Background: an optimization exercise with open tools, aiming at a short achievable clock period and few clock cycles. Do not read the settings as production practice.
Function not checked in this run: the RTL went through the layout flow alone.
Power figures rest on the tool's default switching activity, not on a simulated workload.

<file path="design.v">
`timescale 1ns/1ns
module lfsr_8 (
  input clk,
  input rst,
  input init,
  input en,                      
  input [7:0] seed,
  output [7:0] out
);
  reg [7:0] lfsr_reg;
  wire load_seed = rst | init;
  always @(posedge clk) begin
    if (load_seed == 1'b1) lfsr_reg <= seed;
    else if (en) lfsr_reg <= {lfsr_reg[6:0], lfsr_reg[7] ^ lfsr_reg[5] ^ lfsr_reg[4] ^ lfsr_reg[3]};
  end
  assign out = lfsr_reg;
endmodule 
`timescale 1ns/1ns
module randomizer (
  input clk,                     
  input rst,                     
  input init,                    
  input en,                      
  input in_bit,                  
  input [7:0] in_chance,         
  input [7:0] in_lfsr_seed,      
  output out_bit,                
  output [7:0] out_chance,       
  output [7:0] out_lfsr_seed    
);
  reg [3:0] one_zero_chance;
  reg [3:0] zero_one_chance;
  reg [7:0] lfsr_seed;
  wire [7:0] rand8;
  wire [3:0] rand4A = {rand8[2:0], |rand8[7:3]};
  wire [3:0] rand4B = {rand8[7:5], |rand8[4:0]};
  lfsr_8 lfsr (
    .clk(clk),
    .rst(rst),
    .init(init),
    .en(en),
    .seed(in_lfsr_seed),
    .out(rand8)
  );
  always @(posedge clk) begin
    if (init == 1'b1) begin
      {zero_one_chance, one_zero_chance} <= in_chance;
      lfsr_seed <= in_lfsr_seed;
    end
  end
  assign out_chance = {zero_one_chance, one_zero_chance};
  assign out_bit = (in_bit == 1'b1 & rand4A <= one_zero_chance) ? 1'b0 : 
                   (in_bit == 1'b0 & rand4B <= zero_one_chance) ? 1'b1 : in_bit;
  assign out_lfsr_seed = lfsr_seed;
endmodule 
`timescale 1ns/1ns
module cell_logic #(parameter NUM_INPUTS = 9) (
  input clk,                            
  input init,                           
  input [NUM_INPUTS-1:0] logic_in,                       
  input [2**NUM_INPUTS-1:0] logic_inputs,  
  output logic_out,
  output [2**NUM_INPUTS-1:0] logic_outputs  
);
  reg [2**NUM_INPUTS-1:0] logic_regs;
  assign logic_outputs = logic_regs;
  always @(posedge clk) begin
    if (init == 1'b1) begin  
      logic_regs <= logic_inputs; 
    end
  end
  assign logic_out = logic_regs[logic_in];
endmodule 
`timescale 1ns/1ns
module single_cell #(
  parameter NUM_STATUS = 8,       
  parameter RANDOMIZED_LEN = 2    
) (
  input clk,                                     
  input rst,                                     
  input init,                                    
  input en,                                      
  input init_status_in,                          
  input [NUM_STATUS-1:0] others_status,          
  input [RANDOMIZED_LEN*8-1:0] in_chance,        
  input [2**(NUM_STATUS+1)-1:0] clg_inputs,      
  input [RANDOMIZED_LEN*8-1:0] in_lfsr_seed,     
  output now_status,                             
  output next_status,                            
  output init_status_out,                        
  output [RANDOMIZED_LEN*8-1:0] out_chance,      
  output [2**(NUM_STATUS+1)-1:0] clg_outputs,    
  output [RANDOMIZED_LEN*8-1:0] out_lfsr_seed    
);
  reg init_status;  
  reg cell_status;  
  wire [RANDOMIZED_LEN-1:0] randomized_bits;
  cell_logic #(NUM_STATUS+1) lg (
    .clk(clk),
    .init(init),
    .logic_in({cell_status, others_status[NUM_STATUS-1:RANDOMIZED_LEN], randomized_bits}),
    .logic_inputs(clg_inputs),
    .logic_out(next_status),
    .logic_outputs(clg_outputs)
  );
  genvar i;
  generate
    for (i=0;i<RANDOMIZED_LEN;i=i+1) begin
      randomizer rb (
        .clk(clk),
        .rst(rst),
        .init(init),
        .en(en),
        .in_chance(in_chance[i*8+7:i*8]),
        .in_lfsr_seed(in_lfsr_seed[i*8+7:i*8]),
        .in_bit(others_status[i]),
        .out_bit(randomized_bits[i]),
        .out_chance(out_chance[i*8+7:i*8]),
        .out_lfsr_seed(out_lfsr_seed[i*8+7:i*8])
      );
    end
  endgenerate
  always @(posedge clk) begin
    if (rst == 1'b1) cell_status <= init_status;
    else if (en == 1'b1) cell_status <= next_status;
  end
  always @(posedge clk) begin
    if (init == 1'b1) init_status <= init_status_in;
  end
  assign now_status = cell_status;  
  assign init_status_out = init_status;  
endmodule
`timescale 1ns/1ns
module tissue #(
  parameter TISSUE_WIDTH = 30,                   
  parameter TISSUE_HEIGHT = 3,                   
  parameter NUM_STATUS = 2,                      
  parameter RANDOMIZED_LEN = 1                   
) (
  input clk,                                            
  input rst,                                            
  input init,                                           
  input cell_init_status_in,                            
  input [32:0] number_of_steps,                         
  input [RANDOMIZED_LEN*8-1:0] flip_chance_in,          
  input [2**(NUM_STATUS+1)-1:0] cell_logic_inputs_in,   
  input [RANDOMIZED_LEN*8-1:0] cell_lfsr_seed_in,       
  output reg done,                                      
  output [TISSUE_WIDTH*TISSUE_HEIGHT-1:0] cells         
);
  wire in_cell_init_status [0:TISSUE_WIDTH*TISSUE_HEIGHT-1];
  wire [RANDOMIZED_LEN*8-1:0] in_flip_chance [0:TISSUE_WIDTH*TISSUE_HEIGHT-1];
  wire [2**(NUM_STATUS+1)-1:0] in_cell_logic_inputs [0:TISSUE_WIDTH*TISSUE_HEIGHT-1];
  wire [RANDOMIZED_LEN*8-1:0] in_cell_lfsr_seed [0:TISSUE_WIDTH*TISSUE_HEIGHT-1];
  wire out_cell_init_status [0:TISSUE_WIDTH*TISSUE_HEIGHT-1];
  wire [RANDOMIZED_LEN*8-1:0] out_flip_chance [0:TISSUE_WIDTH*TISSUE_HEIGHT-1];
  wire [2**(NUM_STATUS+1)-1:0] out_cell_logic_inputs [0:TISSUE_WIDTH*TISSUE_HEIGHT-1];
  wire [RANDOMIZED_LEN*8-1:0] out_cell_lfsr_seed [0:TISSUE_WIDTH*TISSUE_HEIGHT-1];
  wire [NUM_STATUS-1:0] status_bits [0:TISSUE_WIDTH*TISSUE_HEIGHT-1];
  wire cell_status [0:TISSUE_WIDTH*TISSUE_HEIGHT-1];
  wire next_status [0:TISSUE_WIDTH*TISSUE_HEIGHT-1];
  reg [32:0] step;
  assign in_cell_init_status[0] = cell_init_status_in;
  assign in_flip_chance[0] = flip_chance_in;
  assign in_cell_logic_inputs[0] = cell_logic_inputs_in;
  assign in_cell_lfsr_seed[0] = cell_lfsr_seed_in;
  genvar a;
  generate
    for (a=0;a<(TISSUE_WIDTH*TISSUE_HEIGHT);a=a+1) begin
      if (a<(TISSUE_WIDTH*TISSUE_HEIGHT-1)) begin
        assign in_cell_init_status[a+1] = out_cell_init_status[a];
        assign in_flip_chance[a+1] = out_flip_chance[a];
        assign in_cell_logic_inputs[a+1] = out_cell_logic_inputs[a];
        assign in_cell_lfsr_seed[a+1] = out_cell_lfsr_seed[a];
      end
      single_cell #(NUM_STATUS, RANDOMIZED_LEN) s_cell (
        .clk(clk),
        .rst(rst),
        .init(init),
        .en(~done),  
        .init_status_in(in_cell_init_status[a]),
        .in_chance(in_flip_chance[a]),
        .clg_inputs(in_cell_logic_inputs[a]),
        .in_lfsr_seed(in_cell_lfsr_seed[a]),
        .init_status_out(out_cell_init_status[a]),
        .out_chance(out_flip_chance[a]),
        .clg_outputs(out_cell_logic_inputs[a]),
        .out_lfsr_seed(out_cell_lfsr_seed[a]),
        .others_status(status_bits[a]),  
        .now_status(cell_status[a]),  
        .next_status(next_status[a])  
      );
    end
  endgenerate
  genvar b, c;
  generate
    for (b=0;b<TISSUE_HEIGHT;b=b+1) begin
      for (c=0;c<TISSUE_WIDTH;c=c+1) begin
        if (c == 0) begin
          assign status_bits[b*TISSUE_WIDTH+c] = {1'b0, cell_status[b*TISSUE_WIDTH+c+1]};
        end else if (c == TISSUE_WIDTH-1) begin
          assign status_bits[b*TISSUE_WIDTH+c] = {cell_status[b*TISSUE_WIDTH+c-1], 1'b0};
        end else begin
          assign status_bits[b*TISSUE_WIDTH+c] = {cell_status[b*TISSUE_WIDTH+c-1], cell_status[b*TISSUE_WIDTH+c+1]};
        end
      end
    end
  endgenerate
  always @(posedge clk) begin
    if (rst | init) begin
      step <= 0;
      done <= 1'b0;
    end
    else if (!done) begin
      if (step == number_of_steps) done <= 1'b1;
      else step <= step + 1;
    end
  end
  genvar d;
  generate
    for (d=0;d<TISSUE_WIDTH*TISSUE_HEIGHT;d=d+1) begin
      assign cells[d] = cell_status[d];
    end
  endgenerate
endmodule 
</file>
<file path="run.sh">
#!/bin/bash
# synth_recipe.tcl (not shown) runs the flow's synth.tcl, then flattens the netlist and writes it again
# the make line also repeats each setting of config.mk as NAME=value (left out here)
make -C /OpenROAD-flow-scripts/flow DESIGN_CONFIG=/design/flow/config.mk WORK_HOME=/design/flow/orfs CLKGATE_MAP_FILE= SYNTH_SCRIPT=/design/flow/synth_recipe.tcl finish
</file>
<file path="config.mk">
export PLATFORM = sky130hd
export DESIGN_NAME = tissue
export DESIGN_NICKNAME = tissue
export VERILOG_FILES = /design/flow/design.v
export SDC_FILE = /design/flow/constraint.sdc
export NUM_CORES = 4
export LEC_CHECK = 0
export CAP_MARGIN = 20
export CORE_MARGIN = 2
export CORE_UTILIZATION = 45
export PLACE_DENSITY = 0.6
export SLEW_MARGIN = 20
</file>
<file path="constraint.sdc">
create_clock -name core_clock -period 6.0 [get_ports {clk}]
set_input_delay 1.2000 -clock core_clock [delete_from_list [all_inputs] [get_ports {clk}]]
set_output_delay 1.2000 -clock core_clock [all_outputs]
set_load 0.01 [all_outputs]
</file>
==> summary.txt <==
placed cells by master (no fill, tap or decap), types with 62 or more instances in the layout:
cell             count
edfxtp_1          3048
a21oi_1            244
clkbuf_16          330
and2_1              62
nor4_1             179
o31ai_1            118
a2bb2oi_1           64
nor3_1              70
ha_1               709
nand2_1           2260
nand2b_1           148
clkdlybuf4s50_1    149
clkbuf_1            62
nor2_1             201
clkinv_1            81
nor4b_1             64
o211ai_1            87
mux4_2              87
nor2b_1            216
inv_1              658
o21ai_0            174
or2_2              151
nand4_1            146
xnor2_1            302
path summary, 6_finish.rpt:
| kind | from | endpoint | slack [ns] | cells after the start |
|---|---|---|---|---|
| min | genblk1[26].s_cell.lg.logic_regs[2]$_DFFE_PP_ | genblk1[27].s_cell.lg.logic_regs[2]$_DFFE_PP_ | 0.42 | 0 |
| max | genblk1[86].s_cell.cell_status$_DFFE_PP_ | cells[86] | 2.27 | 1 |
| min reg2reg | genblk1[26].s_cell.lg.logic_regs[2]$_DFFE_PP_ | genblk1[27].s_cell.lg.logic_regs[2]$_DFFE_PP_ | 0.42 | 0 |
| max reg2reg | genblk1[26].s_cell.genblk1[0].rb.lfsr.lfsr_reg[4]$_DFFE_PP_ | genblk1[26].s_cell.cell_status$_DFFE_PP_ | 2.86 | 9 |
power groups by stage:
stage               Clock, mW  Sequential, mW  Combinational [mW]
CTS                      20.3            27.2                5.45
finish                   19.8            27.2                5.38
floorplan                   0            26.5                4.23
global placement            0            27.6                5.14
global route             21.1            27.4                6.05
detailed placement          0            27.6                5.42
cell type report:
type / instances / area [um2]
antenna: 1 / 2.50
clock buffer: 392 / 8490
clock inverter: 194 / 1920
fill: 24831 / 147000
inverter: 658 / 2470
multi-input combinational: 5704 / 37100
sequential: 3082 / 92200
tap: 3939 / 4930
timing repair buffer: 211 / 2320
per-stage QoR:
stage | util | area (um2) | worst slack (ns) | instances | total power, mW
final | 0.505 | 149000 | 2.27 | 14181 | 52.3
after global routing | 0.505 | 149000 | 2.09 | 14181 | 54.5
after CTS | 0.505 | 149000 | 1.98 | 14179 | 52.9
after detailed placement | 0.469 | 139000 | 1.80 | 13593 | 33.0
after global placement | 0.469 | 139000 | 1.82 | 13593 | 32.7
after floorplan | - | 134000 | -2.10 | 9824 | 30.7
Yosys cell counts, types with 34 or more instances:
cell,count
nor4b_1,64
o31a_1,40
a2bb2oi_1,64
o21ai_0,174
o211ai_1,87
and2_1,62
a21oi_1,244
nor3_1,70
mux4_2,87
inv_1,658
ha_1,709
xnor2_1,302
nand2_1,2260
o21a_1,55
nor2b_1,216
clkbuf_1,256
o31ai_1,118
nor2_1,202
nand4_1,146
nand2b_1,149
a211o_1,40
edfxtp_1,3048
dfxtp_1,34
nor4_1,179
buf_4,94
or2_2,153
routing by layer:
layer,track usage,routed length (um),up-vias
li1,-,-,35894
met1,0.248,123000,37270
met2,0.307,136000,1683
met3,0.0263,13400,418
met4,0.0469,5940,0
met5,0,0,-
cell families (layout without fill, tap and decap cells):
group           count (synthesis)  after routing  share of synthesized area
mux                           102            102                     0.0158
fa+ha+maj                     709            709                     0.0664
simple gates                 3594           3594                      0.124
compound gates                994            994                     0.0511
other cells                     0              1                          0
buf+inv                      1038           1455                     0.0321
flops                        3082           3082                      0.691
xor+xnor                      305            305                     0.0200
==> parameters.txt <==
Parameter                              Value

Finish
  Count of nets after finishing    10,752
  Synth-to-layout area growth    11.9%
  Proportion of layout cells with a drive suffix above 1    0.0742

Floorplanning
  Die ar.    301,000 um2
  Horiz. Die Dim    549 um
  Number of standard-cell rows in the floorplan    200
  CORE AREA    296,000 um2
  Die extent in y    549 um
  I/O pin cnt    152
  Initial Utilization    0.451

Timing
  Crit path time final    3.73 ns
  Setup TNS after final layout    0 ns
  Unrepaired setup endpoints after global routing    false
  Final hold slack    0.418 ns
  Pins over their slew limit    0
  Measured slew at the worst slew-check pin    1.17 ns
  Final clock skew    0.0425 ns
  Setup Viol. Count Final    0
  Final hold violation count    0
  Max-slew headroom    0.218
  Max Clk Rate    268 MHz
  Tcrit/Tclk final    0.622

Worst setup path
  Number of buffers and inverters on the critical path    1
  Cell-by-cell trace of the critical path    clkdlybuf4s50_1
  Required time of the worst setup path    4.80 ns
  Peak per-stage delay on the critical path    1.00 ns
  Critical path startpoint category    flop
  Crit-path slowest cell    clkdlybuf4s50_1
  Max FO, Critical Path    11
  CP Capture Type    output pin
  Worst setup path category    flop to output pin
  Largest delay share family, worst path    buffers and inverters
  Worst endpoint data arrival time    2.53 ns

Yosys
  Syn. warnings    5
  Cell variety after synth    61
  Proportion of synthesized chip area in sequential cells    0.691
  Number of enable flip-flop cells after synthesis    3,048
  Post-synth net total    10,594
  Number of storage elements in the synthesis netlist    3,082
  Post-Syn Area    134,000 um2
  Share of the synthesized area in the top cell type    0.685
  Most area-hungry cell type in the Yosys netlist    edfxtp_1
  Per-instance average area after synthesis    13.6 um2
  Post-synthesis async set-or-reset flop share    0
  Top post-synthesis cells by area    edfxtp_1, ha_1, nand2_1, xnor2_1, inv_1
  Top FF cell, synth    edfxtp_1
  Synthesized instance count    9,824

Power
  Clock network power share    0.378
  Combinational Power Share    0.103
  Power density over cell area    350 nW/um2
  Switch share    0.247
  Sequential share of power    0.519
  Total internal power    39.4 mW
  Maximum ir drop on the vdd rail    0.274 mV
  Static Leakage    58.5 nW
  Net switching power figure    12.9 mW

Clock tree
  Post-cts resize count    0
  Clk root buf    clkbuf_16
  CTS Sinks    3,082
  Buffer depth of the longest clock path    4
  Hold-fix buffer count after cts    0
  Inserted Clock Buffers    325
  Clock-pin transition on the worst setup and hold timing paths    0.06 ns
  Post-CTS repair timing setup buffer count    0
  Clock tree from TritonCTS    yes
  CTS HTree Levels    5
  Clock latency on the worst-skew pair    0.93 ns

GRT
  GRT Residual Overflow    0
  Maximum number of pins on one net before global-route repair    206
  Global router's overall resource usage    0.182
  Number of antenna violations at the first check in global routing    1
  Global-route wire length before repair    437,000 um
  Vias in the first global route    76,190

Routing
  Drt via density    5.31
  Detailed Route Iter0 Violations    6,356
  Count of unresolved DRC violations after routing    0
  Remaining number of nets flagged by the antenna check after routing    0
  Average wire per cell in the routed design    19.6 um
  Final wirelength    278,000 um
  1st-pass router iterations    6
  Vias after detailed routing    75,265

Run status
  Status  no timing/DRC/antenna violations

Placement
  HPWL after detailed placement    187,000 um
  Number of buffer cells added on primary ports    151
  Global placement routability congestion    0.835

Job
  Max-capacitance violation count    0

Worst hold path
  Hold Crit Class    flop to flop

port drivers added, routing unchanged:
The flow's constraints put no driver on any port. The routed layout listed below was extracted and timed again, unchanged, in two steps. Step 1 assumes that a clkbuf_16 drives the clock port and a buf_2 every other input. Step 2, shift: input delay + t, output delay - t, t = (earliest + latest rising clock arrival at the registers) / 2. This alone moves slack from input paths to output paths. Three values: ideal, step 1, step 2; two values: the first two.
t (ns): 1.000
slack for setup (ns): 2.267 / 2.167 / 1.721
latest minus earliest clock arrival (ns): 0.076 / 0.077
worst data-port slew with drivers (ns): 0.09
After both steps setup and hold are still met in this run. The setup slack of this run moves by -0.100 ns with the drivers and by -0.546 ns with both steps.
